What follows belongs to an exercise in optimizing a design on an open flow for small area and a short achievable clock period; a production flow would make more cautious choices. Only simulation tests tie the RTL to the original design; equivalence was not proved. Power figures rest on the tool's default switching activity, not on a simulated workload.

==> flow/design.v <==
`timescale 1ns / 1ps
module inc30(input [29:0] a, output [29:0] y);
    wire [4:0] blk;                  
    wire [4:0] cin;                  
    genvar k, j;
    generate
        for (k = 0; k < 5; k = k + 1) begin : b
            assign blk[k] = &a[6*k +: 6];
        end
    endgenerate
    assign cin[0] = 1'b1;
    assign cin[1] = blk[0];
    assign cin[2] = blk[0] & blk[1];
    assign cin[3] = blk[0] & blk[1] & blk[2];
    assign cin[4] = blk[0] & blk[1] & blk[2] & blk[3];
    generate
        for (k = 0; k < 5; k = k + 1) begin : r
            wire [6:0] c;
            assign c[0] = cin[k];
            for (j = 0; j < 6; j = j + 1) begin : h
                ha u(.a(a[6*k+j]), .b(c[j]), .s(y[6*k+j]), .co(c[j+1]));
            end
        end
    endgenerate
endmodule
module dec30(input [29:0] a, output [29:0] y);
    assign y = a - 30'd1;
endmodule
module ha(input a, input b, output s, output co);
    assign s = a ^ b;
    assign co = a & b;
endmodule
`timescale 1ns / 1ps
module bk32(input [31:0] a, input [31:0] b, input ci, output [31:0] s, output co,
    output [31:0] p0, output [31:0] g0);
    assign p0 = a ^ b;
    assign g0 = a & b;
    wire G0; gc u0g(.gh(g0[0]), .ph(p0[0]), .gl(ci), .g(G0));
    wire G1; gc u1g(.gh(g0[2]), .ph(p0[2]), .gl(g0[1]), .g(G1));
    wire P1 = p0[2] & p0[1];
    wire G2; gc u2g(.gh(g0[4]), .ph(p0[4]), .gl(g0[3]), .g(G2));
    wire P2 = p0[4] & p0[3];
    wire G3; gc u3g(.gh(g0[6]), .ph(p0[6]), .gl(g0[5]), .g(G3));
    wire P3 = p0[6] & p0[5];
    wire G4; gc u4g(.gh(g0[8]), .ph(p0[8]), .gl(g0[7]), .g(G4));
    wire P4 = p0[8] & p0[7];
    wire G5; gc u5g(.gh(g0[10]), .ph(p0[10]), .gl(g0[9]), .g(G5));
    wire P5 = p0[10] & p0[9];
    wire G6; gc u6g(.gh(g0[12]), .ph(p0[12]), .gl(g0[11]), .g(G6));
    wire P6 = p0[12] & p0[11];
    wire G7; gc u7g(.gh(g0[14]), .ph(p0[14]), .gl(g0[13]), .g(G7));
    wire P7 = p0[14] & p0[13];
    wire G8; gc u8g(.gh(g0[16]), .ph(p0[16]), .gl(g0[15]), .g(G8));
    wire P8 = p0[16] & p0[15];
    wire G9; gc u9g(.gh(g0[18]), .ph(p0[18]), .gl(g0[17]), .g(G9));
    wire P9 = p0[18] & p0[17];
    wire G10; gc u10g(.gh(g0[20]), .ph(p0[20]), .gl(g0[19]), .g(G10));
    wire P10 = p0[20] & p0[19];
    wire G11; gc u11g(.gh(g0[22]), .ph(p0[22]), .gl(g0[21]), .g(G11));
    wire P11 = p0[22] & p0[21];
    wire G12; gc u12g(.gh(g0[24]), .ph(p0[24]), .gl(g0[23]), .g(G12));
    wire P12 = p0[24] & p0[23];
    wire G13; gc u13g(.gh(g0[26]), .ph(p0[26]), .gl(g0[25]), .g(G13));
    wire P13 = p0[26] & p0[25];
    wire G14; gc u14g(.gh(g0[28]), .ph(p0[28]), .gl(g0[27]), .g(G14));
    wire P14 = p0[28] & p0[27];
    wire G15; gc u15g(.gh(g0[30]), .ph(p0[30]), .gl(g0[29]), .g(G15));
    wire P15 = p0[30] & p0[29];
    wire G16; gc u16g(.gh(G1), .ph(P1), .gl(G0), .g(G16));
    wire G17; gc u17g(.gh(G3), .ph(P3), .gl(G2), .g(G17));
    wire P17 = P3 & P2;
    wire G18; gc u18g(.gh(G5), .ph(P5), .gl(G4), .g(G18));
    wire P18 = P5 & P4;
    wire G19; gc u19g(.gh(G7), .ph(P7), .gl(G6), .g(G19));
    wire P19 = P7 & P6;
    wire G20; gc u20g(.gh(G9), .ph(P9), .gl(G8), .g(G20));
    wire P20 = P9 & P8;
    wire G21; gc u21g(.gh(G11), .ph(P11), .gl(G10), .g(G21));
    wire P21 = P11 & P10;
    wire G22; gc u22g(.gh(G13), .ph(P13), .gl(G12), .g(G22));
    wire P22 = P13 & P12;
    wire G23; gc u23g(.gh(G15), .ph(P15), .gl(G14), .g(G23));
    wire P23 = P15 & P14;
    wire G24; gc u24g(.gh(G17), .ph(P17), .gl(G16), .g(G24));
    wire G25; gc u25g(.gh(G19), .ph(P19), .gl(G18), .g(G25));
    wire P25 = P19 & P18;
    wire G26; gc u26g(.gh(G21), .ph(P21), .gl(G20), .g(G26));
    wire P26 = P21 & P20;
    wire G27; gc u27g(.gh(G23), .ph(P23), .gl(G22), .g(G27));
    wire P27 = P23 & P22;
    wire G28; gc u28g(.gh(G25), .ph(P25), .gl(G24), .g(G28));
    wire G29; gc u29g(.gh(G27), .ph(P27), .gl(G26), .g(G29));
    wire P29 = P27 & P26;
    wire G30; gc u30g(.gh(G29), .ph(P29), .gl(G28), .g(G30));
    wire G31; gc u31g(.gh(G26), .ph(P26), .gl(G28), .g(G31));
    wire G32; gc u32g(.gh(G18), .ph(P18), .gl(G24), .g(G32));
    wire G33; gc u33g(.gh(G20), .ph(P20), .gl(G28), .g(G33));
    wire G34; gc u34g(.gh(G22), .ph(P22), .gl(G31), .g(G34));
    wire G35; gc u35g(.gh(G2), .ph(P2), .gl(G16), .g(G35));
    wire G36; gc u36g(.gh(G4), .ph(P4), .gl(G24), .g(G36));
    wire G37; gc u37g(.gh(G6), .ph(P6), .gl(G32), .g(G37));
    wire G38; gc u38g(.gh(G8), .ph(P8), .gl(G28), .g(G38));
    wire G39; gc u39g(.gh(G10), .ph(P10), .gl(G33), .g(G39));
    wire G40; gc u40g(.gh(G12), .ph(P12), .gl(G31), .g(G40));
    wire G41; gc u41g(.gh(G14), .ph(P14), .gl(G34), .g(G41));
    wire G42; gc u42g(.gh(g0[1]), .ph(p0[1]), .gl(G0), .g(G42));
    wire G43; gc u43g(.gh(g0[3]), .ph(p0[3]), .gl(G16), .g(G43));
    wire G44; gc u44g(.gh(g0[5]), .ph(p0[5]), .gl(G35), .g(G44));
    wire G45; gc u45g(.gh(g0[7]), .ph(p0[7]), .gl(G24), .g(G45));
    wire G46; gc u46g(.gh(g0[9]), .ph(p0[9]), .gl(G36), .g(G46));
    wire G47; gc u47g(.gh(g0[11]), .ph(p0[11]), .gl(G32), .g(G47));
    wire G48; gc u48g(.gh(g0[13]), .ph(p0[13]), .gl(G37), .g(G48));
    wire G49; gc u49g(.gh(g0[15]), .ph(p0[15]), .gl(G28), .g(G49));
    wire G50; gc u50g(.gh(g0[17]), .ph(p0[17]), .gl(G38), .g(G50));
    wire G51; gc u51g(.gh(g0[19]), .ph(p0[19]), .gl(G33), .g(G51));
    wire G52; gc u52g(.gh(g0[21]), .ph(p0[21]), .gl(G39), .g(G52));
    wire G53; gc u53g(.gh(g0[23]), .ph(p0[23]), .gl(G31), .g(G53));
    wire G54; gc u54g(.gh(g0[25]), .ph(p0[25]), .gl(G40), .g(G54));
    wire G55; gc u55g(.gh(g0[27]), .ph(p0[27]), .gl(G34), .g(G55));
    wire G56; gc u56g(.gh(g0[29]), .ph(p0[29]), .gl(G41), .g(G56));
    wire G57; gc u57g(.gh(g0[31]), .ph(p0[31]), .gl(G30), .g(G57));
    wire [32:0] c;
    assign c[0] = ci;
    assign c[1] = G0;
    assign c[2] = G42;
    assign c[3] = G16;
    assign c[4] = G43;
    assign c[5] = G35;
    assign c[6] = G44;
    assign c[7] = G24;
    assign c[8] = G45;
    assign c[9] = G36;
    assign c[10] = G46;
    assign c[11] = G32;
    assign c[12] = G47;
    assign c[13] = G37;
    assign c[14] = G48;
    assign c[15] = G28;
    assign c[16] = G49;
    assign c[17] = G38;
    assign c[18] = G50;
    assign c[19] = G33;
    assign c[20] = G51;
    assign c[21] = G39;
    assign c[22] = G52;
    assign c[23] = G31;
    assign c[24] = G53;
    assign c[25] = G40;
    assign c[26] = G54;
    assign c[27] = G34;
    assign c[28] = G55;
    assign c[29] = G41;
    assign c[30] = G56;
    assign c[31] = G30;
    assign c[32] = G57;
    assign s = p0 ^ c[31:0];
    assign co = c[32];
endmodule
module gc(input gh, input ph, input gl, output g);
    assign g = gh | ph & gl;
endmodule
`timescale 1ns / 1ps
module cmp_32(input [31:0] a, input [31:0] b, input [2:0] f3, output c);
    wire eq  = a == b;
    wire ltu = a < b;
    wire lt  = (a[31] ^ b[31]) ? a[31] : ltu;
    assign c = (f3[2] ? (f3[1] ? ltu : lt) : eq) ^ f3[0];
endmodule
`timescale 1ns / 1ps
module ALU(
    input  [31:0] A,
    input  [31:0] B,
    input  sub,               
    input  sa,                
    input  o_add, o_slt, o_sltu, o_xor, o_or, o_and, o_sll, o_srl,
    output [31:0] res
);
    wire [31:0] sum, p, g;
    wire co;
    bk32 add(.a(A), .b(B), .ci(sub), .s(sum), .co(co), .p0(p), .g0(g));
    wire s_ltu = ~co;
    wire s_lt  = (A[31] ^ B[31]) ? sum[31] : A[31];
    wire slt   = o_slt & s_lt | o_sltu & s_ltu;
    wire [31:0] shn;          
    shr32n sh(.a(A), .s(B[4:0]), .fill(sa & A[31]), .yn(shn));
    wire s_p = o_xor | o_or;
    wire s_g = o_and | o_or;
    wire n_srl = ~o_srl;
    wire n_sll = ~o_sll;
    wire [31:0] r;
    genvar k;
    generate for (k = 0; k < 32; k = k + 1) begin : rb
        alu_bit m(.o_add(o_add), .sum(sum[k]), .s_p(s_p), .p(p[k]), .s_g(s_g), .g(g[k]),
                  .n_srl(n_srl), .shr_n(shn[k]), .n_sll(n_sll), .shl_n(shn[31-k]), .y(r[k]));
    end endgenerate
    assign res = {r[31:1], r[0] | slt};
endmodule
module alu_bit(
    input o_add, sum, s_p, p, s_g, g, n_srl, shr_n, n_sll, shl_n,
    output y
);
    wire n1, n2;
    aoi222 a(.a1(o_add), .a2(sum), .b1(s_p), .b2(p), .c1(s_g), .c2(g), .y(n1));
    assign n2 = (shr_n | n_srl) & (shl_n | n_sll);
    assign y = ~(n1 & n2);
endmodule
module shr32n(
    input  [31:0] a,
    input  [4:0] s,
    input  fill,
    output [31:0] yn
);
    wire [31:0] l1n, l2, l3n, l4, l5n;
    genvar i;
    generate for (i = 0; i < 32; i = i + 1) begin : lv
        mx2i m0(.a(a[i]),   .b(i + 1  < 32 ? a[(i+1)   % 32] : fill),  .s(s[0]), .y(l1n[i]));
        mx2i m1(.a(l1n[i]), .b(i + 2  < 32 ? l1n[(i+2) % 32] : ~fill), .s(s[1]), .y(l2[i]));
        mx2i m2(.a(l2[i]),  .b(i + 4  < 32 ? l2[(i+4)  % 32] : fill),  .s(s[2]), .y(l3n[i]));
        mx2i m3(.a(l3n[i]), .b(i + 8  < 32 ? l3n[(i+8) % 32] : ~fill), .s(s[3]), .y(l4[i]));
        mx2i m4(.a(l4[i]),  .b(i + 16 < 32 ? l4[(i+16) % 32] : fill),  .s(s[4]), .y(l5n[i]));
    end endgenerate
    assign yn = l5n;
endmodule
module mx2i(input a, input b, input s, output y);
    assign y = ~(s ? b : a);
endmodule
`timescale 1ns / 1ps
module Regs(
    input  [31*32-1:0] rf,        
    input  [31:1] vld,
    input  [4:0] R_addr_A,
    input  [4:0] R_addr_B,
    input  [4:0] Debug_addr,
    output [31:0] rdata_A,
    output [31:0] rdata_B,
    output [31:0] Debug_regs
);
    rf_port pa(.rf(rf), .vld(vld), .a(R_addr_A),   .d(rdata_A));
    rf_port pb(.rf(rf), .vld(vld), .a(R_addr_B),   .d(rdata_B));
    rf_port pd(.rf(rf), .vld(vld), .a(Debug_addr), .d(Debug_regs));
endmodule
module rf_port(
    input  [31*32-1:0] rf,
    input  [31:1] vld,
    input  [4:0] a,
    output [31:0] d
);
    wire [31:1] sel;
    genvar i, b;
    generate
        for (i = 1; i < 32; i = i + 1) begin : s
            assign sel[i] = vld[i] & (a == i);
        end
        for (b = 0; b < 32; b = b + 1) begin : bs
            wire [30:0] col;
            for (i = 0; i < 31; i = i + 1) begin : c
                assign col[i] = rf[32*i + b];
            end
            rf_bit m(.s(sel), .d(col), .y(d[b]));
        end
    endgenerate
endmodule
module rf_bit(
    input  [30:0] s,
    input  [30:0] d,
    output y
);
    wire [10:0] t;
    genvar i;
    generate
        for (i = 0; i < 10; i = i + 1) begin : g
            aoi222 u(.a1(s[3*i]), .a2(d[3*i]), .b1(s[3*i+1]), .b2(d[3*i+1]),
                     .c1(s[3*i+2]), .c2(d[3*i+2]), .y(t[i]));
        end
    endgenerate
    assign t[10] = ~(s[30] & d[30]);
    nand11 n(.t(t), .y(y));
endmodule
module aoi222(input a1, a2, b1, b2, c1, c2, output y);
    assign y = ~(a1 & a2 | b1 & b2 | c1 & c2);
endmodule
module nand11(input [10:0] t, output y);
    assign y = ~&t;
endmodule
`timescale 1ns / 1ps
module  RV32core(
        input clk,   
        input rst,   
        input [4:0] debug_addr,   
        output[31:0] debug_data,   
        output[31:0] imem_addr,   
        input [31:0] imem_data,   
        output[31:0] dmem_addr,   
        output[31:0] dmem_wdata,   
        output dmem_we,   
        output dmem_re,   
        output[2:0] dmem_width,   
        input [31:0] dmem_rdata   
    );
    reg  [31:0] PC;           
    reg  [31:0] IR;           
    reg         v_ID;         
    reg  [31:0] A_EX, B_EX, S_EX;    
    reg  [4:0]  rd_EX;
    reg  [2:0]  f3_EX;
    reg         wa_EX, ld_EX, st_EX;  
    reg         stf_EX;               
    reg         sub_EX, sa_EX;
    reg         o_add, o_slt, o_sltu, o_xor, o_or, o_and, o_sll, o_srl;
    reg  [31:0] Y_MEM, S_MEM;
    reg  [4:0]  rd_MEM;
    reg  [2:0]  f3_MEM;
    reg         wa_MEM, ld_MEM, st_MEM;
    wire [6:0] opcode = IR[6:0];
    wire [2:0] f3 = IR[14:12];
    wire [6:0] f7 = IR[31:25];
    wire [4:0] rs1 = IR[19:15];
    wire [4:0] rs2 = IR[24:20];
    wire [4:0] rd  = IR[11:7];
    wire f7_0  = f7 == 7'h00;
    wire f7_32 = f7 == 7'h20;
    wire Rop   = v_ID & (opcode == 7'b0110011);
    wire Iop   = v_ID & (opcode == 7'b0010011);
    wire Bop   = v_ID & (opcode == 7'b1100011);
    wire Lop   = v_ID & (opcode == 7'b0000011);
    wire Sop   = v_ID & (opcode == 7'b0100011);
    wire LUI   = v_ID & (opcode == 7'b0110111);
    wire AUIPC = v_ID & (opcode == 7'b0010111);
    wire JAL   = v_ID & (opcode == 7'b1101111);
    wire JALR  = v_ID & (opcode == 7'b1100111) & (f3 == 3'd0);
    wire R_valid = Rop & (f7_0 | f7_32 & (f3 == 3'd0 | f3 == 3'd5));
    wire I_valid = Iop & (f3 == 3'd1 ? f7_0 : f3 == 3'd5 ? (f7_0 | f7_32) : 1'b1);
    wire B_valid = Bop & (f3[2] | ~f3[1]);
    wire L_valid = Lop & (f3 == 3'd0 | f3 == 3'd1 | f3 == 3'd2 | f3 == 3'd4 | f3 == 3'd5);
    wire S_valid = Sop & (f3 == 3'd0 | f3 == 3'd1 | f3 == 3'd2);
    wire wa_ID  = R_valid | I_valid | JAL | JALR | LUI | AUIPC;    
    wire rs1use = R_valid | I_valid | B_valid | L_valid | S_valid | JALR;
    wire rs2use = R_valid | S_valid | B_valid;
    wire [31:0] Imm_I = {{20{IR[31]}}, IR[31:20]};
    wire [31:0] Imm_B = {{20{IR[31]}}, IR[7], IR[30:25], IR[11:8], 1'b0};
    wire [31:0] Imm_J = {{12{IR[31]}}, IR[19:12], IR[20], IR[30:21], 1'b0};
    wire [31:0] Imm_S = {{20{IR[31]}}, IR[31:25], IR[11:7]};
    wire [31:0] Imm_U = {IR[31:12], 12'b0};
    wire [31:0] rf_a, rf_b;
    wire        rf_we = (wa_MEM | ld_MEM);
    wire [31:0] wd_MEM = ld_MEM ? dmem_rdata : Y_MEM;
    reg [31*32-1:0] rf;
    reg [31:1] vld;
    wire [31:1] rf_wen;
    genvar g;
    generate
        for (g = 1; g < 32; g = g + 1) begin : w
            assign rf_wen[g] = rf_we & (rd_MEM == g);
            always @(posedge clk)
                if (rf_wen[g]) rf[32*(g-1) +: 32] <= wd_MEM;
        end
    endgenerate
    always @(posedge clk or posedge rst)
        if (rst) vld <= 31'b0;
        else     vld <= vld | rf_wen;
    Regs register(.rf(rf), .vld(vld), .R_addr_A(rs1), .R_addr_B(rs2),
        .Debug_addr(debug_addr), .rdata_A(rf_a), .rdata_B(rf_b), .Debug_regs(debug_data));
    wire [31:0] Y_EX;
    wire fa_ex  = wa_EX & (rs1 == rd_EX) & (|rs1);
    wire fb_ex  = wa_EX & (rs2 == rd_EX) & (|rs2);
    wire fa_mem = (wa_MEM | ld_MEM) & (rs1 == rd_MEM) & (|rs1);
    wire fb_mem = (wa_MEM | ld_MEM) & (rs2 == rd_MEM) & (|rs2);
    wire [31:0] a_ID = fa_ex ? Y_EX : fa_mem ? wd_MEM : rf_a;
    wire [31:0] b_ID = fb_ex ? Y_EX : fb_mem ? wd_MEM : rf_b;
    wire stall = ld_EX & ((rs1use & (rs1 == rd_EX) & (|rs1)) |
                          ((R_valid | B_valid) & (rs2 == rd_EX) & (|rs2)));
    wire cmp;
    cmp_32 cmp_ID(.a(a_ID), .b(b_ID), .f3(f3), .c(cmp));
    wire taken = (B_valid & cmp) | JAL | JALR;
    wire [29:0] PC_ID_hi, PC_4_hi;
    dec30 dec_pc(.a(PC[31:2]), .y(PC_ID_hi));
    inc30 inc_pc(.a(PC[31:2]), .y(PC_4_hi));
    wire [31:0] PC_ID = {PC_ID_hi, PC[1:0]};
    wire [31:0] PC_4 = {PC_4_hi, PC[1:0]};
    wire [31:0] t_imm = JALR ? Imm_I : JAL ? Imm_J : Imm_B;
    wire [31:0] target;
    wire t_co;
    wire [31:0] t_p, t_g;
    bk32 add_target(.a(JALR ? a_ID : PC_ID), .b(t_imm), .ci(1'b0), .s(target), .co(t_co),
                    .p0(t_p), .g0(t_g));
    always @(posedge clk or posedge rst)
        if (rst) PC <= 32'b0;
        else if (!stall) PC <= taken ? target : PC_4;
    always @(posedge clk or posedge rst)
        if (rst) v_ID <= 1'b0;
        else if (!stall) v_ID <= ~taken;
    always @(posedge clk)
        if (!stall) IR <= imem_data;
    assign imem_addr = PC;
    wire sll_ID = (R_valid | I_valid) & (f3 == 3'd1);
    wire [31:0] a_rev;
    genvar k;
    generate for (k = 0; k < 32; k = k + 1) begin : rev
        assign a_rev[k] = a_ID[31-k];
    end endgenerate
    wire isR = R_valid, isI = I_valid;
    wire alu_ri = isR | isI;
    wire useImm = I_valid | L_valid | S_valid | LUI | AUIPC;
    wire [31:0] A_ID = (JAL | JALR) ? PC : AUIPC ? PC_ID : LUI ? 32'b0 : sll_ID ? a_rev : a_ID;
    wire sub_ID = alu_ri & (f3 == 3'd2 | f3 == 3'd3) | isR & (f3 == 3'd0) & f7[5];
    wire [31:0] B_ID = {32{sub_ID}} ^ (useImm ? (S_valid ? Imm_S : (LUI | AUIPC) ? Imm_U : Imm_I) :
                       (JAL | JALR) ? 32'b0 : b_ID);
    always @(posedge clk) begin
        A_EX   <= A_ID;
        B_EX   <= B_ID;
        S_EX   <= b_ID;
        rd_EX  <= rd;
        f3_EX  <= f3;
        stf_EX <= ld_EX & (rs2 == rd_EX) & (|rs2);
        sub_EX <= sub_ID;
        sa_EX  <= f7[5];
        o_add  <= ~alu_ri | (f3 == 3'd0);
        o_slt  <= alu_ri & (f3 == 3'd2);
        o_sltu <= alu_ri & (f3 == 3'd3);
        o_xor  <= alu_ri & (f3 == 3'd4);
        o_or   <= alu_ri & (f3 == 3'd6);
        o_and  <= alu_ri & (f3 == 3'd7);
        o_sll  <= alu_ri & (f3 == 3'd1);
        o_srl  <= alu_ri & (f3 == 3'd5);
    end
    always @(posedge clk or posedge rst)
        if (rst) begin
            wa_EX <= 1'b0; ld_EX <= 1'b0; st_EX <= 1'b0;
        end else begin
            wa_EX <= wa_ID & ~stall;
            ld_EX <= L_valid & ~stall;
            st_EX <= S_valid & ~stall;
        end
    ALU alu(.A(A_EX), .B(B_EX), .sub(sub_EX), .sa(sa_EX), .o_add(o_add), .o_slt(o_slt),
        .o_sltu(o_sltu), .o_xor(o_xor), .o_or(o_or), .o_and(o_and), .o_sll(o_sll), .o_srl(o_srl),
        .res(Y_EX));
    always @(posedge clk) begin
        Y_MEM  <= Y_EX;
        S_MEM  <= stf_EX ? dmem_rdata : S_EX;
        rd_MEM <= rd_EX;
        f3_MEM <= f3_EX;
    end
    always @(posedge clk or posedge rst)
        if (rst) begin
            wa_MEM <= 1'b0; ld_MEM <= 1'b0; st_MEM <= 1'b0;
        end else begin
            wa_MEM <= wa_EX;
            ld_MEM <= ld_EX;
            st_MEM <= st_EX;
        end
    assign dmem_addr  = Y_MEM;
    assign dmem_wdata = S_MEM;
    assign dmem_we    = st_MEM;
    assign dmem_re    = ld_MEM;
    assign dmem_width = f3_MEM;
endmodule
==> flow/flow/run.sh <==
#!/bin/bash
set -euo pipefail
W=$(pwd)
{ echo "include $W/config.mk"; cat "$W/flow/extra.mk"; } > "$W/own_config.mk"
sed "s#DESIGN_CONFIG=[^ ]*#DESIGN_CONFIG=$W/own_config.mk#" "$W/standard.sh" > "$W/own_standard.sh"
bash "$W/own_standard.sh" > "$W/own_flow.log" 2>&1
==> flow/flow/extra.mk <==
export BUFFER_PORTS_ARGS = -buffer_cell sky130_fd_sc_hd__buf_2
export CTS_ARGS = -sink_clustering_enable -repair_clock_nets -dont_use_dummy_load -buf_list "sky130_fd_sc_hd__clkbuf_8" -sink_clustering_size 24 -sink_clustering_max_diameter 60
export SETUP_SLACK_MARGIN = 6.5
==> flow/standard.sh <==
#!/bin/bash
# synth_recipe.tcl (not shown) runs the flow's synth.tcl, then flattens the netlist and writes it again
# the make line also repeats each setting of config.mk as NAME=value (left out here)
make -C /OpenROAD-flow-scripts/flow DESIGN_CONFIG=/design/flow/config.mk WORK_HOME=/design/flow/orfs CLKGATE_MAP_FILE= SYNTH_SCRIPT=/design/flow/synth_recipe.tcl "${@:-finish}"
==> flow/config.mk <==
export PLATFORM = sky130hd
export DESIGN_NAME = RV32core
export DESIGN_NICKNAME = RV32core
export VERILOG_FILES = /design/flow/design.v
export SDC_FILE = /design/flow/constraint.sdc
export NUM_CORES = 8
export LEC_CHECK = 0
export CAP_MARGIN = 20
export CORE_MARGIN = 2
export CORE_UTILIZATION = 35
export MIN_ROUTING_LAYER = met2
export PLACE_DENSITY = 0.5
export SLEW_MARGIN = 20
export SYNTH_HIERARCHICAL = 1
==> flow/constraint.sdc <==
create_clock -name core_clock -period 13.0 [get_ports {clk}]
set_input_delay 2.6000 -clock core_clock [delete_from_list [all_inputs] [get_ports {clk}]]
set_output_delay 2.6000 -clock core_clock [all_outputs]
set_load 0.01 [all_outputs]
==> key figures, run 1 <==
Outcome
  • Status: stopped before the end
  • Stage at which the flow ended: 5_1_grt
  • First error: [ERROR GRT-0232] Routing congestion too high. Check the congestion heatmap in the GUI.

Floorplan
  • Number of placed I/O pins: 204
  • Count of standard-cell rows: 155
  • Starting density of the core: 0.3521
  • Die Ht: 427.7 um
  • Overall die width: 427.7 um

Logic synthesis
  • Cells after synthesis: between 4000 and 5000
  • Avg Synthesized Cell Area: 13.68 um2
  • Total number of yosys warnings: 7
  • Netlist area before placement: approximately 63000 um2

GRT
  • Global-route usage over all layers: 0.6209
  • Total congestion overflow: 2
  • Largest net degree at the start of global routing: 69

CTS
  • Clock Tree Root: sky130_fd_sc_hd__clkbuf_8
  • Number of buffers added by the clock tree synthesis step: 135
  • Hold Buf Count CTS: 0
  • Sinks on the clock net: roughly 1300
  • CTS H-tree lvls: 4
  • CTS max path bufs: 3

Placement
  • RD Place Congestion: 1.190
  • Number of port buffers: 203
  • # placed instances: between 7000 and 8000
  • Dpl hpwl: 204.8 mm
## power by group through the flow
stage,Combinational (mW),Sequential [mW],Clock [mW]
after floorplan,0.802,4.80,0
after global placement,1.34,4.86,0
after detailed placement,1.35,4.86,0
after CTS,1.43,4.77,2.38
## how the worst max path moves through the flow
| stage | endpoint | slack, ns | depth (start not counted) |
|---|---|---|---|
| 3_3_place_gp | debug_data[30] | 5.38 | 8 |
| 2_1_floorplan | debug_data[0] | 6.50 | 5 |
| 4_1_cts | debug_data[11] | 5.60 | 9 |
| 3_5_place_dp | debug_data[10] | 5.36 | 7 |
## metal layers
metal  global-route usage  overflow
met1                    -         -
met2               0.6541         1
met3               0.6865         0
met4               0.4781         1
met5               0.4542         0
## through the flow
stage	total power [mW]	cell area, um2	util	worst slack (ns)
4_1_cts	8.574	72280	0.4051	5.599
3_3_place_gp	6.197	68160	0.3820	5.376
2_1_floorplan	5.603	63120	-	6.501
3_5_place_dp	6.212	68180	0.3821	5.358
## timing repair
item | CTS
pin swaps | 142
setup endpoints to repair | 65
gates cloned | 47
resized for setup | 186
buffers inserted | 79
==> run 2, diff against run 1 <==
==> flow/run.sh (new file) <==
#!/bin/bash
# synth_recipe.tcl (not shown) runs the flow's synth.tcl, then flattens the netlist and writes it again
# the make line also repeats each setting of config.mk as NAME=value (left out here)
make -C /OpenROAD-flow-scripts/flow DESIGN_CONFIG=/design/flow/config.mk WORK_HOME=/design/flow/orfs CLKGATE_MAP_FILE= SYNTH_SCRIPT=/design/flow/synth_recipe.tcl finish
--- a/flow/config.mk
+++ b/flow/config.mk
@@ -8,7 +8,7 @@
 export CAP_MARGIN = 20
 export CORE_MARGIN = 2
 export CORE_UTILIZATION = 35
-export MIN_ROUTING_LAYER = met2
 export PLACE_DENSITY = 0.5
+export SETUP_SLACK_MARGIN = 5
 export SLEW_MARGIN = 20
 export SYNTH_HIERARCHICAL = 1
removed: flow/flow/run.sh
removed: flow/flow/extra.mk
removed: flow/standard.sh
==> run 2 against run 1 <==
The run now finishes clean; synthesized area stayed put; synthesized cell count stayed put.
==> key figures, run 2 <==
CTS
  • Number of buffers added by the clock tree synthesis step: roughly 150
  • Hold Buf Count CTS: 0
  • Sinks on the clock net: 1281
  • TritonCTS clock tree: done
  • CTS H-tree lvls: 4
  • Clock Tree Root: sky130_fd_sc_hd__clkbuf_16
  • Clock transition at path regs: 0.06 ns
  • Setup Buffers After CTS: 0
  • Worst-Skew Late Latency: 0.82 ns
  • CTS max path bufs: 3

Timing
  • Slew @ Worst Pin: 1.151 ns
  • Final Hold Viols: 0
  • RSZ-0062 raised after global routing: true
  • Final Max Tran Viols: 0
  • Final clock skew: 0.06019 ns
  • Crit share post-route: 0.6254
  • Worst slew margin: 0.2106
  • Shortest period the worst path allows: 8.130 ns
  • Highest Clock Rate: about 120 MHz
  • Aggregate negative setup slack: 0 ns
  • Final Setup Violations: 0

GRT
  • First-pass GRT wire length: 420.9 mm
  • Global route hottest layer: met2
  • Largest net degree at the start of global routing: 52
  • Vias in the first global route: 51230
  • Met3 routing resource usage after global routing: 0.1300
  • Fraction of met1 tracks used by global routing: 0.4028
  • Grt met2 use: 0.4969
  • Number of antenna violations at the first check in global routing: 33
  • Global-route usage over all layers: 0.3291
  • Total congestion overflow: 0

Setup path
  • CP startpoint: debug_addr[2]
  • Critical path type: in -> out
  • WP data arrival: 5.53 ns
  • Kind of start point of the critical path: input pin
  • CP required: approximately 10 ns
  • Top fanout value on the critical path: 32
  • Reg-to-reg setup timing slack: 5.38 ns
  • Reg-to-Reg Start: B_EX[0]$_DFF_P_
  • Kind of end point of the critical path: output pin

Run
  • Max_cap viols: 0

Drt
  • Residual antenna-violating net count after detailed routing: 0
  • DRT iter0 DRCs: 15620
  • Detailed Route WL: between 300 and 400 mm
  • Routed wire length per instance: 41.75 um
  • Mean number of vias per cell: 7.332
  • DRC violations left: 0
  • Via count of the routed design: roughly 55000
  • First-pass DRT Iterations: 17

Floorplan
  • Floorplan die area: 182900 um2
  • Count of standard-cell rows: 155
  • Die Ht: approximately 430 um
  • Number of placed I/O pins: 204
  • Starting density of the core: 0.3521
  • Core footprint: 178400 um2
  • Overall die width: 427.7 um

Layout
  • Most frequent cells in the layout: sky130_fd_sc_hd__edfxtp_1, sky130_fd_sc_hd__a222oi_1, sky130_fd_sc_hd__nand2_1, sky130_fd_sc_hd__mux2i_1, sky130_fd_sc_hd__nand4_1
  • Register with the most flip-flops: rf
  • Fill count: 16530
  • Growth of design area from synthesis to finish: 18.37%
  • Number of nets in the finished design: 5221
  • Most frequent standard cell in the layout excluding fill and tap cells: sky130_fd_sc_hd__edfxtp_1
  • Share of final-layout standard cells stronger than drive strength 1: 0.1579
  • Flip-flop count of the largest register after layout: between 900 and 1000

Power
  • Register share of total power: 0.458
  • Clock network fraction of design power: 0.408
  • Internal: 7.569 mW
  • Switching Fraction: 0.2762
  • Total power after layout: 10.46 mW
  • Part of the power in combinational logic: 0.135
  • Reported leakage power: 26.70 nW
  • Net switching power figure: 2.889 mW
  • Largest voltage drop on the vdd net: 0.0001200 V
  • PD cells: 140.6 nW/um2

Logic synthesis
  • Cells after synthesis: 4593
  • Total number of yosys warnings: 7
  • Netlist area before placement: 62820 um2
  • Avg Synthesized Cell Area: 13.68 um2

Hold path
  • Hold Crit Class: reg -> reg
  • Startpoint of the worst hold path: f3_EX[0]$_DFF_P_

Placement
  • Number of port buffers: 203
  • Dpl hpwl: 196.3 mm
  • RD Place Congestion: about 0.96

Outcome
  • Status: no timing/DRC/antenna violations
-- run 2: routing by layer --
layer | part of all wire | up-vias | wire length, um
li1 | - | 21770 | -
met3 | 0.15 | 1110 | 47500
met5 | 0.00053 | - | 167
met1 | 0.35 | 27080 | 109400
met4 | 0.066 | 26 | 20770
met2 | 0.43 | 5096 | 135800
-- run 2: worst max-delay path: stages --
cell and delay [ns]:
sky130_fd_sc_hd__clkdlybuf4s15_2 0.26, sky130_fd_sc_hd__and3_2 0.28, sky130_fd_sc_hd__and3_2 0.23, sky130_fd_sc_hd__buf_8 0.19, sky130_fd_sc_hd__a222oi_1 0.46, sky130_fd_sc_hd__nand4_1 0.42, sky130_fd_sc_hd__or3_4 0.54, sky130_fd_sc_hd__clkdlybuf4s50_1 0.50
-- run 2: metrics by stage --
step | cell area, um2 | hold slack, ns | instances | setup slack (ns) | util
2_1_floorplan | 62830 | 0.3096 | 4594 | 6.243 | -
3_3_place_gp | 68980 | 0.3150 | 7226 | 4.323 | 0.3866
3_5_place_dp | 69010 | 0.3153 | 7227 | 4.253 | 0.3868
4_1_cts | 74180 | 0.3285 | 7493 | 4.993 | 0.4158
5_1_grt | 74340 | 0.3368 | 7504 | 4.922 | 0.4167
6_report | 74360 | 0.3253 | 7511 | 4.870 | 0.4168
-- run 2: final timing paths --
path	endpoint	cells past startpoint
worst max-delay path	debug_data[21]	8
min in group asynchronous	st_EX$_DFF_PP0_	2
max in group asynchronous	vld[13]$_DFF_PP0_	3
worst min-delay path	f3_MEM[0]$_DFF_P_	0
worst min register to register	f3_MEM[0]$_DFF_P_	0
worst max register to register	PC[0]$_DFFE_PP0P_	25
-- run 2: power groups by stage --
stage          sequential (mW)  combinational, mW  clock [mW]
6_report                  4.79               1.41        4.26
5_1_grt                   4.80               1.50        4.45
4_1_cts                   4.78               1.38        4.29
3_5_place_dp              4.87               1.37           0
3_3_place_gp              4.87               1.36           0
2_1_floorplan             4.80              0.799           0
-- run 2: area by class of cell --
type	instances	area (um2)	share of cell area
multi-input cells	3129	26260	0.3531
repair buffers	396	3695	0.04969
clock buffers	184	4011	0.05394
clock inverters	82	887.1	0.01193
inverters	69	260.3	0.003500
well taps	2355	2947	0.03963
flip-flops and latches	1281	36270	0.4877
diodes	15	37.54	0.0005048
-- run 2: what timing repair did --
action | in CTS | in global routing
setup endpoints to repair | 32 | 55
resized for setup | 84 | 26
pin swaps | 30 | 43
==> run 3, diff against run 2 <==
--- a/flow/design.v
+++ b/flow/design.v
@@ -237,7 +237,7 @@
 );
     rf_port pa(.rf(rf), .vld(vld), .a(R_addr_A),   .d(rdata_A));
     rf_port pb(.rf(rf), .vld(vld), .a(R_addr_B),   .d(rdata_B));
-    rf_port pd(.rf(rf), .vld(vld), .a(Debug_addr), .d(Debug_regs));
+    dbg_port pd(.rf(rf), .vld(vld), .a(Debug_addr), .d(Debug_regs));
 endmodule
 module rf_port(
     input  [31*32-1:0] rf,
@@ -282,6 +282,67 @@
 module nand11(input [10:0] t, output y);
     assign y = ~&t;
 endmodule
+module dbg_port(
+    input  [31*32-1:0] rf,
+    input  [31:1] vld,
+    input  [4:0] a,
+    output [31:0] d
+);
+    wire [3:0] lo;
+    wire [7:0] hi;
+    pre2 p2(.a(a[1:0]), .y(lo));
+    pre3 p3(.a(a[4:2]), .y(hi));
+    wire [31:1] sel;
+    genvar i, b;
+    generate
+        for (i = 1; i < 32; i = i + 1) begin : s
+            an3 u(.a(lo[i % 4]), .b(hi[i / 4]), .c(vld[i]), .y(sel[i]));
+        end
+        for (b = 0; b < 32; b = b + 1) begin : bs
+            wire [30:0] col;
+            for (i = 0; i < 31; i = i + 1) begin : c
+                assign col[i] = rf[32*i + b];
+            end
+            dbg_bit m(.s(sel), .d(col), .y(d[b]));
+        end
+    endgenerate
+endmodule
+module pre2(input [1:0] a, output [3:0] y);
+    assign y = 4'b1 << a;
+endmodule
+module pre3(input [2:0] a, output [7:0] y);
+    assign y = 8'b1 << a;
+endmodule
+module an3(input a, b, c, output y);
+    assign y = a & b & c;
+endmodule
+module dbg_bit(
+    input  [30:0] s,
+    input  [30:0] d,
+    output y
+);
+    wire [10:0] t;
+    genvar i;
+    generate
+        for (i = 0; i < 10; i = i + 1) begin : g
+            aoi222 u(.a1(s[3*i]), .a2(d[3*i]), .b1(s[3*i+1]), .b2(d[3*i+1]),
+                     .c1(s[3*i+2]), .c2(d[3*i+2]), .y(t[i]));
+        end
+    endgenerate
+    nd2 u10(.a(s[30]), .b(d[30]), .y(t[10]));
+    wire [2:0] u;
+    nd4 n0(.a(t[0]), .b(t[1]), .c(t[2]),  .d(t[3]), .y(u[0]));
+    nd4 n1(.a(t[4]), .b(t[5]), .c(t[6]),  .d(t[7]), .y(u[1]));
+    nd3 n2(.a(t[8]), .b(t[9]), .c(t[10]),           .y(u[2]));
+    wire yn;
+    nr3 o(.a(u[0]), .b(u[1]), .c(u[2]), .y(yn));
+    iv  v(.a(yn), .y(y));
+endmodule
+module nd2(input a, b, output y); assign y = ~(a & b); endmodule
+module nd3(input a, b, c, output y); assign y = ~(a & b & c); endmodule
+module nd4(input a, b, c, d, output y); assign y = ~(a & b & c & d); endmodule
+module nr3(input a, b, c, output y); assign y = ~(a | b | c); endmodule
+module iv(input a, output y); assign y = ~a; endmodule
 `timescale 1ns / 1ps
 module  RV32core(
         input clk,   
==> flow/flow/run.sh (new file) <==
#!/bin/bash
set -euo pipefail
W=$(pwd)
{ echo "include $W/config.mk"; cat "$W/flow/extra.mk"; } > "$W/own_config.mk"
sed "s#DESIGN_CONFIG=[^ ]*#DESIGN_CONFIG=$W/own_config.mk#" "$W/standard.sh" > "$W/own_standard.sh"
bash "$W/own_standard.sh" > "$W/own_flow.log" 2>&1
==> flow/flow/extra.mk (new file) <==
export BUFFER_PORTS_ARGS = -buffer_cell sky130_fd_sc_hd__buf_2
export CTS_ARGS = -sink_clustering_enable -repair_clock_nets -dont_use_dummy_load -buf_list "sky130_fd_sc_hd__clkbuf_16" -sink_clustering_size 24 -sink_clustering_max_diameter 50
export SETUP_SLACK_MARGIN = 6.5
export POST_GLOBAL_ROUTE_TCL = $(WORK_HOME)/../flow/grt_post.tcl
==> flow/flow/grt_post.tcl (new file) <==
# Extra antenna margin after global routing, so that detailed routing leaves
# no antenna violation to repair (each post-route repair re-runs the router).
repair_antennas -iterations 3 -ratio_margin 25
check_placement -verbose
==> flow/standard.sh (new file) <==
#!/bin/bash
# synth_recipe.tcl (not shown) runs the flow's synth.tcl, then flattens the netlist and writes it again
# the make line also repeats each setting of config.mk as NAME=value (left out here)
make -C /OpenROAD-flow-scripts/flow DESIGN_CONFIG=/design/flow/config.mk WORK_HOME=/design/flow/orfs CLKGATE_MAP_FILE= SYNTH_SCRIPT=/design/flow/synth_recipe.tcl "${@:-finish}"
--- a/flow/config.mk
+++ b/flow/config.mk
@@ -9,6 +9,5 @@
 export CORE_MARGIN = 2
 export CORE_UTILIZATION = 35
 export PLACE_DENSITY = 0.5
-export SETUP_SLACK_MARGIN = 5
 export SLEW_MARGIN = 20
 export SYNTH_HIERARCHICAL = 1
removed: flow/run.sh
==> run 3 against run 2 <==
Still clean; total power fell by 6.4%; synthesized area rose by 0.33%; first-iteration DRC count rose by 11%; utilization barely moved; non-clock buffer count rose by 86; die area rose by 0.33%; final area barely moved; hold slack got worse by 0.029 ns; sequential share of layout area barely moved; critical path depth rose by 1; via count rose by 6.1%; critical path type unchanged; critical endpoint is now debug_data[30].
==> key figures, run 3 <==
GRT
  • First-pass GRT wire length: 458.7 mm
  • Largest net degree at the start of global routing: 71
  • Number of antenna violations at the first check in global routing: 18
  • Vias in the first global route: about 54000
  • Global-route usage over all layers: 0.3645
  • Total congestion overflow: 0

Layout
  • Share of final-layout standard cells stronger than drive strength 1: 0.2080
  • Flip-flop and latch area: 36260 um2
  • Most frequent cells in the layout: sky130_fd_sc_hd__edfxtp_1, sky130_fd_sc_hd__a222oi_1, sky130_fd_sc_hd__nand2_1, sky130_fd_sc_hd__mux2i_1, sky130_fd_sc_hd__nand4_1
  • Area of the multi-input gates: 26580 um2
  • Number of nets in the finished design: 5349
  • Most frequent standard cell in the layout excluding fill and tap cells: sky130_fd_sc_hd__edfxtp_1
  • Growth of design area from synthesis to finish: 18.04%
  • Fill count: 16530
  • Flip-flop count of the largest register after layout: roughly 1000
  • Register with the most flip-flops: rf

CTS
  • TritonCTS clock tree: done
  • Worst-Skew Late Latency: 0.85 ns
  • CTS max path bufs: 3
  • Post-CTS sizing: ~180
  • Hold Buf Count CTS: 0
  • Setup Buffers After CTS: 55
  • Clock Tree Root: sky130_fd_sc_hd__clkbuf_16
  • Number of buffers added by the clock tree synthesis step: 154
  • Sinks on the clock net: around 1300
  • Clock transition at path regs: 0.07 ns
  • CTS H-tree lvls: 4

Power
  • PD cells: between 100 and 150 nW/um2
  • Reported leakage power: 27.38 nW
  • Largest voltage drop on the vdd net: slightly above 0.0001 V

Drt
  • Detailed Route WL: 355.4 mm
  • Mean number of vias per cell: ~7.8
  • Via count of the routed design: about 58000
  • DRT iter0 DRCs: 17320
  • DRC violations left: 0
  • Residual antenna-violating net count after detailed routing: 0
  • First-pass DRT Iterations: 22
  • Routed wire length per instance: 47.24 um

Timing
  • Slew @ Worst Pin: 1.287 ns
  • Crit share post-route: 0.5716
  • Highest Clock Rate: 134.6 MHz
  • Slack of the critical path: 5.570 ns
  • Aggregate negative setup slack: 0 ns
  • Shortest period the worst path allows: 7.430 ns
  • Final Setup Violations: 0
  • Final clock skew: 0.1187 ns
  • Worst slew margin: 0.1171
  • Final Hold Viols: 0
  • Final Max Tran Viols: 0

Logic synthesis
  • Netlist area before placement: roughly 63000 um2
  • Cells after synthesis: 4621
  • Total number of yosys warnings: 7
  • Avg Synthesized Cell Area: 13.64 um2

Placement
  • Dpl hpwl: about 200 mm
  • Number of port buffers: approximately 200
  • RD Place Congestion: 0.9478
  • Worst-case setup slack after placement: 5.233 ns

Run
  • Max_cap viols: 0

Floorplan
  • Overall die width: 428.4 um
  • Number of placed I/O pins: 204
  • Count of standard-cell rows: around 160
  • Core footprint: 178600 um2
  • Starting density of the core: 0.3529
  • Floorplan die area: 183500 um2
  • Die Ht: around 430 um

Setup path
  • Kind of end point of the critical path: output pin
  • Kind of start point of the critical path: input pin
  • Critical path type: in -> out
  • WP data arrival: a little under 5 ns
  • Top fanout value on the critical path: 7
  • CP required: between 10 and 15 ns

Outcome
  • Status: no timing/DRC/antenna violations

Hold path
  • Hold Crit Class: reg -> reg
run 3: area by class of cell:
cell class / instances / area share
clock buffer: 154 / 0.05180
tap: 2355 / 0.03960
sequential: 1281 / 0.4874
timing repair buffer: 482 / 0.05822
inverter: 101 / 0.005096
antenna: 19 / 0.0006390
multi-input combinational: 3131 / 0.3573
run 3: path summary, 6_finish.rpt:
kind | slack (ns) | to | cells after the start | startpoint
max in group asynchronous | 10.42 | ld_MEM$_DFF_PP0_ | 3 | rst
min | 0.30 | f3_MEM[1]$_DFF_P_ | 0 | f3_EX[1]$_DFF_P_
max reg2reg | 6.40 | PC[30]$_DFFE_PP0N_ | 22 | IR[17]$_DFFE_PN_
min reg2reg | 0.30 | f3_MEM[1]$_DFF_P_ | 0 | f3_EX[1]$_DFF_P_
max | 5.57 | debug_data[30] | 9 | debug_addr[0]
min in group asynchronous | 2.01 | ld_EX$_DFF_PP0_ | 3 | rst
run 3: metal layers:
layer / track usage / vias up / share of wire
met5: 0.003123 / - / 0.00038
met4: 0.2584 / 6 / 0.091
met3: 0.1708 / 1701 / 0.17
met2: 0.5339 / 6170 / 0.42
met1: 0.4184 / 28600 / 0.33
li1: - / 21930 / -
run 3: through the flow:
step / cells / hold slack [ns] / cell area [um2] / power [mW] / util
after floorplan: 4622 / 0.3096 / 63080 / 5.601 / -
after detailed placement: 7244 / 0.3132 / 68130 / 6.131 / 0.3815
final: 7523 / 0.2962 / 74400 / 9.786 / 0.4165
after global placement: 7242 / 0.3134 / 68110 / 6.126 / 0.3813
after CTS: 7473 / 0.3037 / 73750 / 9.758 / 0.4129
run 3: worst max-delay path: stages:
cell                       delay, ns
sky130_fd_sc_hd__buf_12         0.11
sky130_fd_sc_hd__and2b_4        0.20
sky130_fd_sc_hd__and3_4         0.28
sky130_fd_sc_hd__buf_12         0.19
sky130_fd_sc_hd__a222oi_1       0.49
sky130_fd_sc_hd__nand4_1        0.27
sky130_fd_sc_hd__nor3_4         0.45
sky130_fd_sc_hd__inv_1          0.07
sky130_fd_sc_hd__buf_2          0.15
run 3: where the power goes:
part	total [mW]	switching, mW	internal (mW)
Sequential	4.79	0.213	4.57
Combinational	1.32	0.816	0.506
Clock	3.68	1.62	2.06
Total	9.79	2.65	7.14
==> run 4, diff against run 3 <==
--- a/flow/design.v
+++ b/flow/design.v
@@ -321,23 +321,23 @@
     input  [30:0] d,
     output y
 );
-    wire [10:0] t;
-    genvar i;
-    generate
-        for (i = 0; i < 10; i = i + 1) begin : g
-            aoi222 u(.a1(s[3*i]), .a2(d[3*i]), .b1(s[3*i+1]), .b2(d[3*i+1]),
-                     .c1(s[3*i+2]), .c2(d[3*i+2]), .y(t[i]));
-        end
-    endgenerate
-    nd2 u10(.a(s[30]), .b(d[30]), .y(t[10]));
-    wire [2:0] u;
-    nd4 n0(.a(t[0]), .b(t[1]), .c(t[2]),  .d(t[3]), .y(u[0]));
-    nd4 n1(.a(t[4]), .b(t[5]), .c(t[6]),  .d(t[7]), .y(u[1]));
-    nd3 n2(.a(t[8]), .b(t[9]), .c(t[10]),           .y(u[2]));
-    wire yn;
-    nr3 o(.a(u[0]), .b(u[1]), .c(u[2]), .y(yn));
-    iv  v(.a(yn), .y(y));
+    wire [3:0] u;                
+    ao8 g0(.s(s[7:0]),   .d(d[7:0]),   .y(u[0]));
+    ao8 g1(.s(s[15:8]),  .d(d[15:8]),  .y(u[1]));
+    ao8 g2(.s(s[23:16]), .d(d[23:16]), .y(u[2]));
+    ao7 g3(.s(s[30:24]), .d(d[30:24]), .y(u[3]));
+    wire v0, v1;
+    nr2 n0(.a(u[0]), .b(u[1]), .y(v0));
+    nr2 n1(.a(u[2]), .b(u[3]), .y(v1));
+    nd2 n2(.a(v0), .b(v1), .y(y));
 endmodule
+module ao8(input [7:0] s, input [7:0] d, output y);
+    assign y = |(s & d);
+endmodule
+module ao7(input [6:0] s, input [6:0] d, output y);
+    assign y = |(s & d);
+endmodule
+module nr2(input a, b, output y); assign y = ~(a | b); endmodule
 module nd2(input a, b, output y); assign y = ~(a & b); endmodule
 module nd3(input a, b, c, output y); assign y = ~(a & b & c); endmodule
 module nd4(input a, b, c, d, output y); assign y = ~(a & b & c & d); endmodule
==> run 4 against run 3 <==
Final area is 0.19% lower; die area rose by 0.76%; flip-flop and latch count unchanged; still clean on timing, DRC and antenna; sequential share of layout area is 0.10 points higher; routed wire length rose by 0.78%; clock skew shrank 0.0019 ns; synthesized cell count increased by 4.2%; worst setup slack better by 0.36 ns; critical path depth unchanged; synthesized area increased by 0.76%; non-clock buffer count decreased by 22.
==> key figures, run 4 <==
Power
  • Net switching power figure: 2.619 mW
  • Clock network fraction of design power: 0.370
  • Register share of total power: 0.494
  • Part of the power in combinational logic: 0.135
  • Switching Fraction: 0.2707
  • Internal: ~7 mW
  • PD cells: 130.3 nW/um2
  • Largest voltage drop on the vdd net: roughly 0.000084 V
  • Reported leakage power: 26.92 nW

CTS
  • Clock transition at path regs: 0.07 ns
  • CTS max path bufs: 3
  • Hold Buf Count CTS: 0
  • Setup Buffers After CTS: 42
  • CTS H-tree lvls: 4
  • Sinks on the clock net: 1281
  • Clock Tree Root: sky130_fd_sc_hd__clkbuf_16
  • Number of buffers added by the clock tree synthesis step: 148
  • Worst-Skew Late Latency: 0.84 ns
  • Post-CTS sizing: around 170
  • TritonCTS clock tree: done

Drt
  • First-pass DRT Iterations: 23
  • Residual antenna-violating net count after detailed routing: 0
  • DRT iter0 DRCs: 16240
  • Routed wire length per instance: around 46 um
  • DRC violations left: 0
  • Detailed Route WL: between 300 and 400 mm
  • Mean number of vias per cell: slightly below 8
  • Via count of the routed design: 59240

Timing
  • Crit share post-route: 0.5435
  • Final Hold Viols: 0
  • Shortest period the worst path allows: between 7 and 8 ns
  • Final clock skew: 0.1168 ns
  • Slew @ Worst Pin: 1.253 ns
  • Worst slew margin: 0.1408
  • Highest Clock Rate: 141.5 MHz
  • Slack of the critical path: between 5 and 6 ns
  • Final Max Tran Viols: 0
  • Aggregate negative setup slack: 0 ns
  • Final Setup Violations: 0

GRT
  • Global-route usage over all layers: 0.3678
  • Vias in the first global route: 55350
  • First-pass GRT wire length: between 400 and 500 mm
  • Total congestion overflow: 0
  • Number of antenna violations at the first check in global routing: 22
  • Largest net degree at the start of global routing: 71

Floorplan
  • Count of standard-cell rows: 156
  • Number of placed I/O pins: 204
  • Starting density of the core: 0.3518
  • Die Ht: 430.0 um
  • Core footprint: 180500 um2
  • Overall die width: between 400 and 500 um
  • Floorplan die area: 184900 um2

Logic synthesis
  • Netlist area before placement: ~64000 um2
  • Cells after synthesis: roughly 4800
  • Total number of yosys warnings: 7
  • Avg Synthesized Cell Area: 13.20 um2

Placement
  • RD Place Congestion: 0.9870
  • Worst-case setup slack after placement: approximately 5.1 ns
  • Dpl hpwl: 206.5 mm
  • Number of port buffers: between 200 and 250

Setup path
  • Endpoint of the worst setup timing path: debug_data[4]
  • WP data arrival: between 4 and 5 ns
  • Worst reg-to-reg path cell count: 20
  • Critical path type: in -> out
  • Reg-to-reg setup timing slack: 6.40 ns
  • Kind of end point of the critical path: output pin
  • Top fanout value on the critical path: 32
  • Worst reg2reg path endpoint: PC[1]$_DFFE_PP0P_
  • CP required: 10.40 ns
  • CP startpoint: debug_addr[3]
  • Reg-to-Reg Start: IR[15]$_DFFE_PN_
  • Kind of start point of the critical path: input pin

Layout
  • Flip-flop count of the largest register after layout: 992
  • Fill count: between 15000 and 20000
  • Number of nets in the finished design: 5507
  • Most frequent standard cell in the layout excluding fill and tap cells: sky130_fd_sc_hd__edfxtp_1
  • Share of final-layout standard cells stronger than drive strength 1: 0.1931
  • Register with the most flip-flops: rf
  • Most frequent cells in the layout: sky130_fd_sc_hd__edfxtp_1, sky130_fd_sc_hd__a222oi_1, sky130_fd_sc_hd__a22oi_1, sky130_fd_sc_hd__nand2_1, sky130_fd_sc_hd__nand4_1
  • Flip-flop and latch area: 36270 um2
  • Area of the multi-input gates: 27160 um2
  • Growth of design area from synthesis to finish: 16.92%

Outcome
  • Status: no timing/DRC/antenna violations

Run
  • Max_cap viols: 0

Hold path
  • Hold Crit Class: reg -> reg
## run 4: critical path, stage by stage
cell and delay, ns:
sky130_fd_sc_hd__buf_6 0.12, sky130_fd_sc_hd__and3b_2 0.24, sky130_fd_sc_hd__and3_2 0.20, sky130_fd_sc_hd__buf_12 0.17, sky130_fd_sc_hd__a22oi_1 0.29, sky130_fd_sc_hd__nand4_1 0.16
sky130_fd_sc_hd__nor2_1 0.21, sky130_fd_sc_hd__nand2_4 0.17, sky130_fd_sc_hd__buf_6 0.16
## run 4: area by class of cell
type	instances	area share
diodes	29	0.0009772
clock buffers	148	0.04987
inverters	69	0.003488
multi-input cells	3349	0.3658
flip-flops and latches	1281	0.4884
well taps	2370	0.03993
repair buffers	460	0.05159
## run 4: how the worst min path moves through the flow
| stage | start | to | slack [ns] | cells past startpoint |
|---|---|---|---|---|
| final | f3_EX[2]$_DFF_P_ | f3_MEM[2]$_DFF_P_ | 0.33 | 0 |
| after global placement | f3_EX[0]$_DFF_P_ | f3_MEM[0]$_DFF_P_ | 0.31 | 0 |
| after detailed placement | f3_EX[0]$_DFF_P_ | f3_MEM[0]$_DFF_P_ | 0.31 | 0 |
| after CTS | f3_EX[2]$_DFF_P_ | f3_MEM[2]$_DFF_P_ | 0.33 | 0 |
| after floorplan | f3_EX[0]$_DFF_P_ | f3_MEM[0]$_DFF_P_ | 0.31 | 0 |
## run 4: power groups by stage
stage / Sequential (mW) / Combinational, mW / Clock [mW]
2_1_floorplan: 4.80 / 0.798 / 0
3_3_place_gp: 4.88 / 1.23 / 0
3_5_place_dp: 4.88 / 1.24 / 0
4_1_cts: 4.78 / 1.27 / 3.59
6_report: 4.78 / 1.31 / 3.58
## run 4: through the flow
| stage | instances | hold slack, ns | cell area (um2) | utilization | power, mW |
|---|---|---|---|---|---|
| after CTS | 7654 | 0.3289 | 73670 | 0.4080 | 9.647 |
| final | 7706 | 0.3298 | 74260 | 0.4113 | 9.674 |
| after detailed placement | 7456 | 0.3121 | 68660 | 0.3803 | 6.113 |
| after global placement | 7455 | 0.3116 | 68650 | 0.3802 | 6.108 |
| after floorplan | 4814 | 0.3096 | 63550 | - | 5.599 |
## run 4: metal layers
layer / GRT usage / vias up / wire length, um / part of all wire
met5: 0.01015 / - / 457 / 0.0013
met4: 0.2738 / 29 / 35280 / 0.099
met3: 0.1754 / 1917 / 57560 / 0.16
met2: 0.5344 / 6338 / 148100 / 0.41
met1: 0.4183 / 28750 / 116800 / 0.33
li1: - / 22210 / - / -
==> run 5, diff against run 4 <==
==> flow/flow/extra.mk (replaced) <==
export BUFFER_PORTS_ARGS = -buffer_cell sky130_fd_sc_hd__buf_2
export CTS_ARGS = -sink_clustering_enable -repair_clock_nets -dont_use_dummy_load -buf_list "sky130_fd_sc_hd__clkbuf_8" -sink_clustering_size 16 -sink_clustering_max_diameter 50
export SETUP_SLACK_MARGIN = 7.0
export POST_GLOBAL_ROUTE_TCL = $(WORK_HOME)/../flow/grt_post.tcl
==> run 5 against run 4 <==
Sequential share of layout area down 1.9 points; via count up 5.0%; clock power is about 30% lower; largest cell class unchanged; final cell count rose by 3.4%; routed wire length grew 7.8%; flip-flop and latch count is the same; highest routed layer unchanged; synthesized cell count did not move; synthesized area unchanged; still clean; critical endpoint is now debug_data[30]; critical path depth is 4 higher; hold slack lost 0.011 ns; utilization increased by 1.7 points; register-to-register slack improved by 0.40 ns.
==> key figures, run 5 <==
Outcome
  • Status: no timing/DRC/antenna violations

Timing
  • Aggregate negative setup slack: 0 ns
  • Final clock skew: 0.1212 ns
  • Highest Clock Rate: 140.4 MHz
  • Final Setup Violations: 0
  • Crit share post-route: 0.5480
  • Slack of the critical path: 5.876 ns
  • Final Max Tran Viols: 0
  • Slew @ Worst Pin: 1.267 ns
  • Worst slew margin: 0.1389
  • Final Hold Viols: 0
  • Shortest period the worst path allows: about 7.1 ns

CTS
  • Post-CTS sizing: 261
  • Hold Buf Count CTS: 0
  • CTS H-tree lvls: 4
  • Number of buffers added by the clock tree synthesis step: 150
  • Clock Tree Root: sky130_fd_sc_hd__clkbuf_8
  • Clock transition at path regs: about 0.030 ns
  • Sinks on the clock net: 1281
  • Setup Buffers After CTS: 213
  • TritonCTS clock tree: done
  • CTS max path bufs: 3
  • Worst-Skew Late Latency: 1.02 ns

Layout
  • Final std cells w/o fill: 7970
  • Register with the most flip-flops: rf
  • Growth of design area from synthesis to finish: 21.68%
  • Most frequent cells in the layout: sky130_fd_sc_hd__edfxtp_1, sky130_fd_sc_hd__a222oi_1, sky130_fd_sc_hd__a22oi_1, sky130_fd_sc_hd__nand2_1, sky130_fd_sc_hd__nand4_1
  • Most frequent standard cell in the layout excluding fill and tap cells: sky130_fd_sc_hd__edfxtp_1
  • Share of final-layout standard cells stronger than drive strength 1: 0.2591
  • Number of nets in the finished design: 5742
  • Flip-flop count of the largest register after layout: 992
  • Fill count: 16300

GRT
  • Vias in the first global route: roughly 57000
  • Number of antenna violations at the first check in global routing: 29
  • Total congestion overflow: 0
  • First-pass GRT wire length: 499.0 mm
  • Global-route usage over all layers: 0.4008
  • Largest net degree at the start of global routing: 65

Logic synthesis
  • Cells after synthesis: 4813
  • Total number of yosys warnings: 7
  • Netlist area before placement: 63510 um2
  • Avg Synthesized Cell Area: 13.20 um2

Drt
  • Detailed Route WL: 386.3 mm
  • Mean number of vias per cell: roughly 7.8
  • First-pass DRT Iterations: 19
  • Residual antenna-violating net count after detailed routing: 0
  • Routed wire length per instance: 48.46 um
  • DRT iter0 DRCs: 19300
  • DRC violations left: 0
  • Via count of the routed design: between 60000 and 70000

Floorplan
  • Starting density of the core: 0.3518
  • Number of placed I/O pins: 204
  • Overall die width: between 400 and 500 um
  • Count of standard-cell rows: 156
  • Die Ht: 430.0 um
  • Floorplan die area: 184900 um2
  • Core footprint: 180500 um2

Power
  • Largest voltage drop on the vdd net: between 0.00007 and 0.00008 V
  • Clock network fraction of design power: 0.286
  • Internal: 6.147 mW
  • Switching Fraction: 0.2941
  • Part of the power in combinational logic: 0.162
  • Reported leakage power: 27.76 nW
  • PD cells: about 110 nW/um2
  • Net switching power figure: 2.561 mW
  • Register share of total power: 0.552

Setup path
  • Cell family contributing the most delay on the critical path: buffers and inverters
  • Number of buffer and inverter instances along the worst setup path: 7
  • Slowest stage cell, crit path: sky130_fd_sc_hd__and3_4
  • Critical path type: in -> out
  • WP data arrival: 4.52 ns
  • CP required: between 10 and 15 ns
  • Kind of end point of the critical path: output pin
  • Sequence of cells on the critical path: buf_12 > nor3b_4 > buf_12 > buf_6 > buf_8 > and3_4 > buf_16 > buf_12 > a22oi_2 > nand4_1 > nor2_2 > nand2_2 > buf_6
  • Top fanout value on the critical path: 5
  • Biggest cell delay along the critical path: between 0.15 and 0.2 ns
  • CP startpoint: debug_addr[2]
  • Kind of start point of the critical path: input pin
  • Reg-to-Reg Start: IR[22]$_DFFE_PN_
  • Library cell appearing most often on the critical path: sky130_fd_sc_hd__buf_12

Placement
  • Number of port buffers: 203
  • Worst-case setup slack after placement: 5.412 ns
  • RD Place Congestion: 0.9747
  • Dpl hpwl: 204.0 mm
  • # placed instances: about 7400

Run
  • Max_cap viols: 0

Hold path
  • Startpoint of the worst hold path: f3_EX[0]$_DFF_P_
  • Hold Crit Class: reg -> reg
## run 5: power by group through the flow
stage               Sequential [mW]  Clock [mW]  Combinational, mW
floorplan                      4.80           0              0.798
detailed placement             4.89           0               1.22
CTS                            4.79        2.48               1.32
finish                         4.80        2.49               1.41
global placement               4.89           0               1.21
## run 5: area by class of cell
cell class,instances,area (um2),area share
clock buffers,150,2064,0.02671
repair buffers,667,7057,0.09131
flip-flops and latches,1281,36300,0.4698
multi-input cells,3375,28490,0.3686
diodes,58,145.1,0.001878
well taps,2370,2965,0.03837
inverters,69,260.3,0.003367
## run 5: path summary, 6_finish.rpt
path | endpoint | slack (ns) | cells past startpoint
max | debug_data[30] | 5.88 | 13
min | f3_MEM[0]$_DFF_P_ | 0.32 | 0
max reg2reg | PC[0]$_DFFE_PP0P_ | 6.80 | 21
min reg2reg | f3_MEM[0]$_DFF_P_ | 0.32 | 0
max in group asynchronous | ld_MEM$_DFF_PP0_ | 10.23 | 3
min in group asynchronous | PC[21]$_DFFE_PP0N_ | 1.65 | 2
## run 5: through the flow
| step | total power, mW | area (um2) | utilization | hold WS [ns] |
|---|---|---|---|---|
| after floorplan | 5.599 | 63680 | - | 0.3096 |
| after global placement | 6.098 | 68630 | 0.3801 | 0.3129 |
| after detailed placement | 6.109 | 68640 | 0.3802 | 0.3121 |
| after CTS | 8.590 | 75110 | 0.4160 | 0.3194 |
| final | 8.707 | 77280 | 0.4280 | 0.3188 |
## run 5: routing by layer
metal,up-vias,routed length (um),part of all wire,track usage
met4,53,43430,0.11,0.3366
met5,-,1781,0.0046,0.07598
li1,22720,-,-,-
met3,2369,65640,0.17,0.2253
met2,7072,154100,0.40,0.5557
met1,29970,121400,0.31,0.4358
==> run 6, diff against run 5 <==
==> flow/flow/extra.mk (replaced) <==
export BUFFER_PORTS_ARGS = -buffer_cell sky130_fd_sc_hd__buf_2
export CTS_ARGS = -sink_clustering_enable -repair_clock_nets -dont_use_dummy_load -buf_list "sky130_fd_sc_hd__clkbuf_8" -sink_clustering_size 16 -sink_clustering_max_diameter 50
export SETUP_SLACK_MARGIN = 6.5
export POST_GLOBAL_ROUTE_TCL = $(WORK_HOME)/../flow/grt_post.tcl
==> run 6 against run 5 <==
Still clean; final area shrank 5.8%; hold slack gained 0.018 ns; flip-flop and latch count is the same; total power shrank 1.5%; worst setup slack gained 0.049 ns; maximum frequency grew 0.69%; critical path depth shrank 4; critical endpoint is now debug_data[4].
==> key figures, run 6 <==
Outcome
  • Status: no timing/DRC/antenna violations

Layout
  • Share of final-layout standard cells stronger than drive strength 1: 0.1950
  • Growth of design area from synthesis to finish: 14.58%
  • Flip-flop count of the largest register after layout: 992
  • Register with the most flip-flops: rf
  • Fill count: between 15000 and 20000
  • Number of nets in the finished design: approximately 5500
  • Most frequent cells in the layout: sky130_fd_sc_hd__edfxtp_1, sky130_fd_sc_hd__a222oi_1, sky130_fd_sc_hd__a22oi_1, sky130_fd_sc_hd__nand2_1, sky130_fd_sc_hd__nand4_1
  • Most frequent standard cell in the layout excluding fill and tap cells: sky130_fd_sc_hd__edfxtp_1

CTS
  • Hold Buf Count CTS: 0
  • Setup Buffers After CTS: 43
  • Post-CTS sizing: 180
  • Sinks on the clock net: 1281
  • CTS max path bufs: 3
  • Clock Tree Root: sky130_fd_sc_hd__clkbuf_8
  • Clock transition at path regs: around 0.10 ns
  • CTS H-tree lvls: 4
  • Worst-Skew Late Latency: roughly 1 ns
  • TritonCTS clock tree: done
  • Number of buffers added by the clock tree synthesis step: 150

Floorplan
  • Starting density of the core: 0.3518
  • Floorplan die area: approximately 180000 um2
  • Die Ht: roughly 430 um
  • Core footprint: ~180000 um2
  • Count of standard-cell rows: 156
  • Overall die width: around 430 um
  • Number of placed I/O pins: 204

Setup path
  • Reg-to-Reg Start: IR[19]$_DFFE_PN_
  • Top fanout value on the critical path: 32
  • Sequence of cells on the critical path: buf_4 > and2_4 > and3_2 > buf_8 > a22oi_1 > nand4_1 > nor2_1 > nand2_4 > buf_6
  • Number of buffer and inverter instances along the worst setup path: 3
  • Worst reg2reg path endpoint: PC[30]$_DFFE_PP0N_
  • Kind of start point of the critical path: input pin
  • Slowest stage cell, crit path: sky130_fd_sc_hd__a22oi_1
  • Biggest cell delay along the critical path: 0.27 ns
  • Kind of end point of the critical path: output pin
  • Cell family contributing the most delay on the critical path: simple AND/OR/NAND/NOR gates
  • Reg-to-reg setup timing slack: 6.48 ns
  • CP required: between 10 and 15 ns
  • Worst reg-to-reg path cell count: 22
  • Critical path type: in -> out
  • WP data arrival: 4.47 ns

Power
  • Reported leakage power: 26.19 nW
  • Largest voltage drop on the vdd net: 0.00007233 V
  • PD cells: between 100 and 150 nW/um2

Drt
  • DRC violations left: 0
  • First-pass DRT Iterations: 17
  • DRT iter0 DRCs: 16670
  • Detailed Route WL: about 360 mm
  • Routed wire length per instance: 46.50 um
  • Residual antenna-violating net count after detailed routing: 0
  • Mean number of vias per cell: around 7.7
  • Via count of the routed design: roughly 59000

Timing
  • Final Setup Violations: 0
  • Final Max Tran Viols: 0
  • Crit share post-route: 0.5442
  • Final Hold Viols: 0
  • Shortest period the worst path allows: 7.075 ns
  • Worst slew margin: 0.1473
  • Aggregate negative setup slack: 0 ns
  • Highest Clock Rate: 141.3 MHz
  • Slew @ Worst Pin: 1.244 ns
  • Worst hold-check slack: about 0.34 ns
  • Final clock skew: 0.1123 ns

Hold path
  • Startpoint of the worst hold path: f3_EX[2]$_DFF_P_
  • Worst min-delay path endpoint: f3_MEM[2]$_DFF_P_
  • Hold Crit Class: reg -> reg
  • Hold Path Stages: 0

GRT
  • Total congestion overflow: 0
  • Fraction of met1 tracks used by global routing: 0.4168
  • Number of antenna violations at the first check in global routing: 18
  • First-pass GRT wire length: ~470 mm
  • Global route hottest layer: met2
  • Vias in the first global route: 55310
  • Global-route usage over all layers: 0.3674
  • Grt met2 use: 0.5299
  • Largest net degree at the start of global routing: 71
  • Met3 routing resource usage after global routing: 0.1743

Run
  • Max_cap viols: 0

Logic synthesis
  • Cells after synthesis: 4813
  • Total number of yosys warnings: 7
  • Netlist area before placement: around 64000 um2
  • Avg Synthesized Cell Area: between 10 and 15 um2

Placement
  • RD Place Congestion: about 0.99
  • Dpl hpwl: 206.5 mm
  • Number of port buffers: 203
==> run 6: layer usage <==
metal | vias to the layer above | routed length, um
met2 | 6221 | 148500
met3 | 1869 | 56110
met4 | 22 | 35390
met5 | - | 285
li1 | 22190 | -
met1 | 28820 | 118400
==> run 6: how the worst max path moves through the flow <==
stage,startpoint,endpoint,slack [ns],cells after the start
2_1_floorplan,debug_addr[1],debug_data[0],6.51,6
3_3_place_gp,debug_addr[1],debug_data[30],5.09,9
3_5_place_dp,debug_addr[4],debug_data[4],5.08,9
4_1_cts,debug_addr[4],debug_data[14],6.01,10
6_report,debug_addr[0],debug_data[4],5.93,9
==> run 6: layout make-up <==
cell class | instances | area, um2 | share of cell area
well taps | 2370 | 2965 | 0.04075
repair buffers | 458 | 3887 | 0.05342
clock buffers | 150 | 2064 | 0.02837
flip-flops and latches | 1281 | 36270 | 0.4984
diodes | 38 | 95.09 | 0.001307
multi-input cells | 3349 | 27230 | 0.3742
inverters | 69 | 259.0 | 0.003559
==> run 6: stage by stage <==
step / util / std cells / power, mW / setup WS, ns / instance area [um2]
global placement: 0.3802 / 7455 / 6.108 / 5.095 / 68650
floorplan: - / 4814 / 5.599 / 6.506 / 63550
finish: 0.4031 / 7715 / 8.579 / 5.925 / 72770
CTS: 0.3991 / 7657 / 8.538 / 6.011 / 72060
detailed placement: 0.3803 / 7456 / 6.113 / 5.077 / 68660
==> run 6: where the power goes <==
| part | internal, mW | switching (mW) |
|---|---|---|
| clock network | 1.02 | 1.47 |
| logic | 0.504 | 0.811 |
| registers | 4.57 | 0.208 |
| total | 6.09 | 2.49 |

Check on run 6: ideal ports give 5.925 ns setup slack; a clkbuf_16 on the clock port and buf_2 on the inputs give 5.885 ns; moving port delays by the midpoint clock arrival (1.046 ns) as well gives 5.873 ns.
